This is an optimization exercise on Yosys and OpenROAD, whose aim is small area and a short achievable clock period, not a production implementation. In this exercise RTL edits were held to simulation tests only and were not proved equivalent to the original.

== maple ==
// mas_mul_radix_top
module mas_mul_radix_top (
  input               clk,
  input               rstn,
  input        [31:0] in1,
  input        [31:0] in2,
  output logic [63:0] res
);
Size: roughly 2,200 cells after synthesis, about 64 flip-flops, ~130 I/O pins.
==> flow/config.mk <==
export PLATFORM = sky130hd
export DESIGN_NAME = mas_mul_radix_top
export DESIGN_NICKNAME = mas_mul_radix_top
export VERILOG_FILES = /design/flow/design.v
export SDC_FILE = /design/flow/constraint.sdc
export NUM_CORES = 4
export LEC_CHECK = 0
export CAP_MARGIN = 50
export CORE_MARGIN = 2
export CORE_UTILIZATION = 60
export SETUP_SLACK_MARGIN = 5
export SLEW_MARGIN = 75
export SYNTH_HIERARCHICAL = 1
export SYNTH_MINIMUM_KEEP_SIZE = 0
==> flow/constraint.sdc <==
create_clock -name core_clock -period 13.5 [get_ports {clk}]
set_input_delay 2.7000 -clock core_clock [delete_from_list [all_inputs] [get_ports {clk}]]
set_output_delay 2.7000 -clock core_clock [all_outputs]
set_load 0.01 [all_outputs]
standard.sh (not shown) runs the stock make flow with config.mk's settings and CLKGATE_MAP_FILE= SYNTH_SCRIPT=/design/flow/synth_recipe.tcl, a recipe that flattens the netlist after the stock synthesis.
==> flow/flow/run.sh <==
#!/bin/bash
# Own layout flow: the standard synthesis and layout, with the port
# buffers made from plain buffers (buffer_ports -buffer_cell) instead of the
# cell buffer_ports picks by itself.  Each tool's output goes to a log here.
set -euo pipefail
bash standard.sh synth > synth.log 2>&1
bash standard.sh "BUFFER_PORTS_ARGS=-buffer_cell sky130_fd_sc_hd__buf_2" finish > layout.log 2>&1
Here is what was changed in the inputs of willow compared with maple.
- SLEW_MARGIN changed from 75 to 50
- SETUP_SLACK_MARGIN removed (was 5)
- CAP_MARGIN changed from 50 to 30
==> flow/flow/run.sh <==
#!/bin/bash
# Own layout flow: the standard synthesis, then the standard layout
# with port buffers made from plain buffers (buffer_ports -buffer_cell), a
# setup margin for ORFS's timing repair, and timing repair limited to
# resizing and pin swaps.  Each tool's output goes to a log file here.
set -euo pipefail
bash standard.sh synth > synth.log 2>&1
bash standard.sh "BUFFER_PORTS_ARGS=-buffer_cell sky130_fd_sc_hd__buf_2" SETUP_SLACK_MARGIN=5.3 "SETUP_MOVE_SEQUENCE=unbuffer,sizeup,swap" finish > layout.log 2>&1
## What came out
Summary of willow over maple: antenna diode count now sits higher, final cycle utilization of the critical path now sits lower, final setup slack of the worst path now sits higher, length of routed wiring on met1 now sits at about the same level.
Against maple, wire length of the first global-routing pass in willow rose by a few percent.
Measured against each other, maple and willow differ in final instance area, the lower figure coming from maple.
As far as CTS clock-pin slew for the worst setup and hold paths is concerned, maple and willow perform about the same.
The inputs of tundra differ from those of willow as listed below.
==> flow/flow/run.sh <==
#!/bin/bash
# Own layout flow: the standard flow's synthesis script with ABC told to expect a light
# output load (ABC_LOAD_IN_FF=1, so it does not upsize the small gates), then
# the standard layout with port buffers made from plain buffers
# (buffer_ports -buffer_cell) and a setup margin for ORFS's timing repair.
# Each tool's output goes to a log file here.
set -euo pipefail
bash standard.sh ABC_LOAD_IN_FF=1 synth > synth.log 2>&1
bash standard.sh "BUFFER_PORTS_ARGS=-buffer_cell sky130_fd_sc_hd__buf_2" SETUP_SLACK_MARGIN=5.15 finish > layout.log 2>&1
## What came out
The lower routed length per instance came out of willow. tundra against willow: cell total after placement went down, filler cell count in the final layout picked up an extra 42. Lower highest net fanout along the worst path among tundra and willow: willow. tundra against willow: first-iteration DRC count grew by 5.0%, hold slack shrank by 0.076 ns. Against willow, area of the mapped netlist in tundra fell by a few percent. Part of the cycle the worst path needs (higher): tundra.
diff inputs: tundra => amber
- changing CAP_MARGIN from 30 to 20
- setting SETUP_SLACK_MARGIN to 5 for the first time
- changing SLEW_MARGIN from 50 to 35
==> flow/flow/run.sh <==
#!/bin/bash
# Own layout flow: the standard synthesis and layout, with the port
# buffers made from plain buffers (buffer_ports -buffer_cell) instead of the
# cell buffer_ports picks by itself.  Each tool's output goes to a log here.
set -euo pipefail
bash standard.sh synth > synth.log 2>&1
bash standard.sh "BUFFER_PORTS_ARGS=-buffer_cell sky130_fd_sc_hd__buf_2" finish > layout.log 2>&1
Findings:
amber ended up with sky130_fd_sc_hd__nor2_1 as its library cell contributing the largest single delay on the critical path; tundra ended up with sky130_fd_sc_hd__fa_1.
amber vs. tundra: placer's final routability congestion estimate went down by 2.5%.
amber against tundra: part of the cycle the worst path needs increased 1.1 points; clock period minus worst slack went up 0.15 ns; setup slack dropped 0.15 ns; global routing usage summed across all routing layers decreased 2.7 points; worst hold slack lower.
Core occupancy in the finished layout, tundra and amber: larger value in tundra

mas_mul_radix_top again, from the RTL that the note above started with.
==> flow/config.mk <==
export PLATFORM = sky130hd
export DESIGN_NAME = mas_mul_radix_top
export DESIGN_NICKNAME = mas_mul_radix_top
export VERILOG_FILES = /design/flow/design.v
export SDC_FILE = /design/flow/constraint.sdc
export NUM_CORES = 4
export LEC_CHECK = 0
export CAP_MARGIN = 30
export CORE_MARGIN = 2
export CORE_UTILIZATION = 60
export SLEW_MARGIN = 50
export SYNTH_HIERARCHICAL = 1
export SYNTH_MINIMUM_KEEP_SIZE = 0
==> flow/constraint.sdc <==
create_clock -name core_clock -period 13.5 [get_ports {clk}]
set_input_delay 2.7000 -clock core_clock [delete_from_list [all_inputs] [get_ports {clk}]]
set_output_delay 2.7000 -clock core_clock [all_outputs]
set_load 0.01 [all_outputs]
==> flow/flow/run.sh <==
#!/bin/bash
# Own layout flow: the standard synthesis, then the standard layout
# with port buffers made from plain buffers (buffer_ports -buffer_cell), a
# setup margin for ORFS's timing repair, and no gate cloning in that repair.
# Each tool's output goes to a log file here.
set -euo pipefail
bash standard.sh synth > synth.log 2>&1
bash standard.sh "BUFFER_PORTS_ARGS=-buffer_cell sky130_fd_sc_hd__buf_2" SETUP_SLACK_MARGIN=5.3 SKIP_GATE_CLONING=1 finish > layout.log 2>&1
Edit:
==> flow/flow/run.sh (replaced) <==
#!/bin/bash
# Own layout flow: the standard synthesis and layout, with the port
# buffers made from plain buffers (buffer_ports -buffer_cell) instead of the
# cell buffer_ports picks by itself.  Each tool's output goes to a log here.
set -euo pipefail
bash standard.sh synth > synth.log 2>&1
bash standard.sh "BUFFER_PORTS_ARGS=-buffer_cell sky130_fd_sc_hd__buf_2" finish > layout.log 2>&1
CORE_UTILIZATION = 55   (was 60)
SETUP_SLACK_MARGIN = 5   (was unset)
Effect: Cell count grows by about 1%; worst hold slack improved by 8.0 ps; critical path depth goes up by 1; first-iteration DRC count is lower by 13%.

static timing again, ports no longer ideal:
No port has a modelled driver above. Below, the same layouts with a new extraction and two added sets of constraints. Step 1 sets driving cells, clkbuf_16 on the clock port and buf_2 on the other inputs (assumed; they add their load-dependent delay and slew). Step 2 times the ports against the registers' clock, not the clock port: input delays grow and output delays shrink by t, the midpoint of the rising clock arrivals with the driver on. a / b / c = ideal / step 1 / step 2; a / b = the first two.
run	shift t [ns]	setup slack, ns	hold slack, ns	latest minus earliest clock arrival (ns)	cell pins on the clock port's net
maple	0.394	5.066 / 5.090 / 4.696	2.305 / 2.284 / 2.678	0.011 / 0.012	1
willow	0.396	5.201 / 5.215 / 4.819	2.415 / 2.389 / 2.785	0.020 / 0.020	1
tundra	0.408	5.144 / 5.188 / 4.780	2.339 / 2.310 / 2.718	0.007 / 0.008	1
amber	0.395	4.994 / 5.019 / 4.624	2.300 / 2.283 / 2.677	0.015 / 0.015	1
the first run of note 2	0.397	5.324 / 5.336 / 4.939	2.420 / 2.393 / 2.790	0.021 / 0.021	1
the second run of note 2	0.399	5.016 / 5.045 / 4.646	2.428 / 2.402 / 2.800	0.010 / 0.009	1
After both steps every run listed still meets setup and hold. The setup slack of the first run of note 2, which loses most, moves by +0.012 ns with the drivers and by -0.385 ns with both steps.
